What follows belongs to an exercise in optimizing a design on an open flow for small area; a production flow would make more cautious choices.
Only simulation tests tie the RTL to the original design; equivalence was not proved.
Power and IR drop assume default switching activity.

==> flow/design.v (excerpt) <==
module dso100fb (
    input         CLK,
    input         RST_N,
    input  [31:0] PADDR,
    input         PENABLE,
    output [31:0] PRDATA,
    output        PREADY,
    output        PSLVERR,
    input         PSEL,
    input  [31:0] PWDATA,
    input         PWRITE,
    output [71:0] MCMD_TDATA,
    input         MCMD_TREADY,
    output        MCMD_TVALID,
    input   [7:0] MSTS_TDATA,
    output        MSTS_TREADY,
    input         MSTS_TVALID,
    input  [31:0] MDATA_TDATA,
    output        MDATA_TREADY,
    input         MDATA_TVALID,
    output [31:0] VID_DATA,
    output        VID_DE,
    output        VID_HSYNC,
    output        VID_VSYNC,
    output        INTR,
    output        LCD_ENABLE,
    output        BL_ENABLE,
    output        OVERLAY_EN,
    input         OVERLAY_VALID,
    input  [31:0] OVERLAY_DATA,
    output        OVERLAY_SYNC,
    output        VID_RST_N
);
For scale: roughly 4800 cells after synthesis, about 1400 flip-flops, about 300 I/O pins.
Settings: LEC_CHECK=0, CAP_MARGIN=20, CORE_MARGIN=2, CORE_UTILIZATION=60, CTS_BUF_LIST=sky130_fd_sc_hd__clkbuf_8, CTS_CLUSTER_DIAMETER=70, CTS_CLUSTER_SIZE=15, PLACE_DENSITY=0.85, SLEW_MARGIN=20; clock period 10.0 ns.
standard.sh (not shown) runs the stock make flow with config.mk's settings and CLKGATE_MAP_FILE= SYNTH_SCRIPT=/design/flow/synth_recipe.tcl, a recipe that flattens the netlist after the stock synthesis.
==> flow/flow/run.sh <==
#!/bin/bash
set -euo pipefail
export BUFFER_PORTS_ARGS="-buffer_cell sky130_fd_sc_hd__buf_1"
bash standard.sh finish > standard_flow.log 2>&1
Rerun with:
Settings changed: PLACE_DENSITY 0.85 to 0.75.
Result: Routed wire length climbs by 1.9%. Clock-buffer cell count climbs by 2. Fmax drops by 4.4%. Worst hold slack loses 0.0086 ns. Synthesized area is unchanged. Setup slack loses 0.32 ns. Power is about the same. Synthesized cell count stays the same. Combinational power hardly moves. Utilization hardly moves.

---

dso100fb, a different RTL version from the one above (not shown whole).
Size in the first run: ~5,000 cells after synthesis, about 300 I/O pins, about 0.056 mm2 of cells after synthesis.
export LEC_CHECK = 0
export CAP_MARGIN = 20
export CORE_MARGIN = 2
export CORE_UTILIZATION = 70
export CTS_BUF_LIST = sky130_fd_sc_hd__clkbuf_8
export CTS_CLUSTER_DIAMETER = 70
export CTS_CLUSTER_SIZE = 15
export PLACE_DENSITY = 0.85
export SLEW_MARGIN = 20
create_clock -name core_clock -period 10.0 [get_ports {CLK}]
Scripts as last shown in full above: flow/flow/run.sh
Edit:
- CORE_UTILIZATION: 70 -> 60
- CTS_CLUSTER_DIAMETER: 70 -> 55
- CTS_CLUSTER_SIZE: 15 -> 18
- PLACE_DENSITY: 0.85 -> 0.75
After rerunning: Sequential cell count is unchanged. Non-clock buffer count grows by 5. Synthesized cell count is unchanged.
Edit:
- CTS_CLUSTER_DIAMETER: 55 -> 70
- CTS_CLUSTER_SIZE: 18 -> 15
What happened: Cell area falls by about 1.2%; synthesized area does not change; power falls by 3.7%; hold slack gains 0.0030 ns; synthesized cell count does not change; clock-buffer cell count falls by 12.
Edit:
==> flow/flow/run.sh (replaced) <==
#!/bin/bash
set -euo pipefail
export BUFFER_PORTS_ARGS="-buffer_cell sky130_fd_sc_hd__buf_1"
export RECOVER_POWER=100
bash standard.sh finish > standard_flow.log 2>&1
This time the run finished with max-capacitance violations, max-slew violations left.
Power stays flat.
Hold slack improved by 0.10 ns.
Worst setup slack gets worse by 0.41 ns.
Sequential power is about the same.
Routed wire length hardly moves.
Clock power barely changes.
First-iteration DRC count drops by a few percent.
Critical path depth climbs by 1.
Maximum frequency goes down by a few percent.

---

dso100fb, a different RTL version from the one above (not shown whole).
Size: roughly 3600 cells after synthesis, roughly 1500 flip-flops, roughly 56000 sq um of cells after synthesis.
Settings: LEC_CHECK=0, CAP_MARGIN=5, CORE_MARGIN=2, CORE_UTILIZATION=40, CTS_BUF_LIST=sky130_fd_sc_hd__clkbuf_8, CTS_CLUSTER_DIAMETER=70, CTS_CLUSTER_SIZE=15, SLEW_MARGIN=5; clock period 10.0 ns.
==> flow/flow/run.sh <==
#!/bin/bash
set -euo pipefail
export BUFFER_PORTS_ARGS="-buffer_cell sky130_fd_sc_hd__buf_1"
bash standard.sh finish > standard_flow.log 2>&1
The starting point finished with timing, DRC and antenna clean.
Rerun with:
- CAP_MARGIN: 5 -> 20
- CORE_UTILIZATION: 40 -> 60
- PLACE_DENSITY: unset -> 0.75
- SLEW_MARGIN: 5 -> 20
- The new run finished clean
- total power decreases by 1.4%
- routed wire length decreases by 5.3%
- cell area decreases by 1.7%
- worst hold slack is better by 0.036 ns
- cell count decreases by 11%
- maximum frequency decreases by 1.9%
- worst setup slack is worse by 0.13 ns
- non-clock buffer count decreases by 9
- via count increases by 0.55%
- die area decreases by 33%
Rerun with:
- CORE_UTILIZATION: 60 -> 40
- PLACE_DENSITY: 0.75 -> unset
The new run passed the timing, design-rule and antenna checks.
Global-route usage fell by 11 points.
Setup slack gets better by 0.15 ns.
Hold slack gets better by 0.0093 ns.
Wire length rose by 6.1%.
Critical path depth is unchanged.

==> afterwards: timing with drivers on the ports <==
The flow's constraints put no driver on any port. The routed layouts listed below were extracted and timed again, unchanged, in two steps.
Step 1 sets driving cells, clkbuf_16 on the clock port and buf_2 on the other inputs (assumed; they add their load-dependent delay and slew).
Step 2 adds t to the input delays and takes it off the output delays; t is the mean of the earliest and latest rising clock arrival at the registers after step 1. Input paths then give back, and output paths get back, about the clock's delay inside the block.
Slacks: ideal / step 1 / step 2; pairs: ideal / step 1.
run	t, ns	setup slack, ns	worst hold slack (ns)	worst setup path at the end	slew at the worst register clock pin (ns)
the first run of note 1	0.915	3.087 / 3.087 / 3.087	0.332 / 0.332 / 0.332	register to register	0.11 / 0.11
the second run of note 1	0.894	2.765 / 2.765 / 2.765	0.324 / 0.324 / 0.324	register to register	0.12 / 0.12
the first run of note 2	0.880	3.066 / 3.066 / 3.066	0.316 / 0.316 / 0.316	register to register	0.11 / 0.11
the second run of note 2	0.917	3.012 / 3.012 / 3.012	0.224 / 0.224 / 0.224	register to register	0.12 / 0.12
the third run of note 2	0.922	2.971 / 2.971 / 2.971	0.227 / 0.227 / 0.227	register to register	0.12 / 0.12
the fourth run of note 2	0.918	2.565 / 2.565 / 2.061	0.329 / 0.329 / 0.329	input to register	0.12 / 0.12
the first run of note 3	0.942	3.092 / 3.092 / 3.092	0.235 / 0.235 / 0.235	register to register	0.11 / 0.11
the second run of note 3	0.888	2.960 / 2.960 / 2.960	0.271 / 0.271 / 0.271	register to register	0.11 / 0.11
the third run of note 3	0.918	3.105 / 3.105 / 3.105	0.281 / 0.281 / 0.281	register to register	0.11 / 0.11
The setup slack of the fourth run of note 2, which loses most, moves by 0.000 ns with the drivers and by -0.504 ns with both steps.
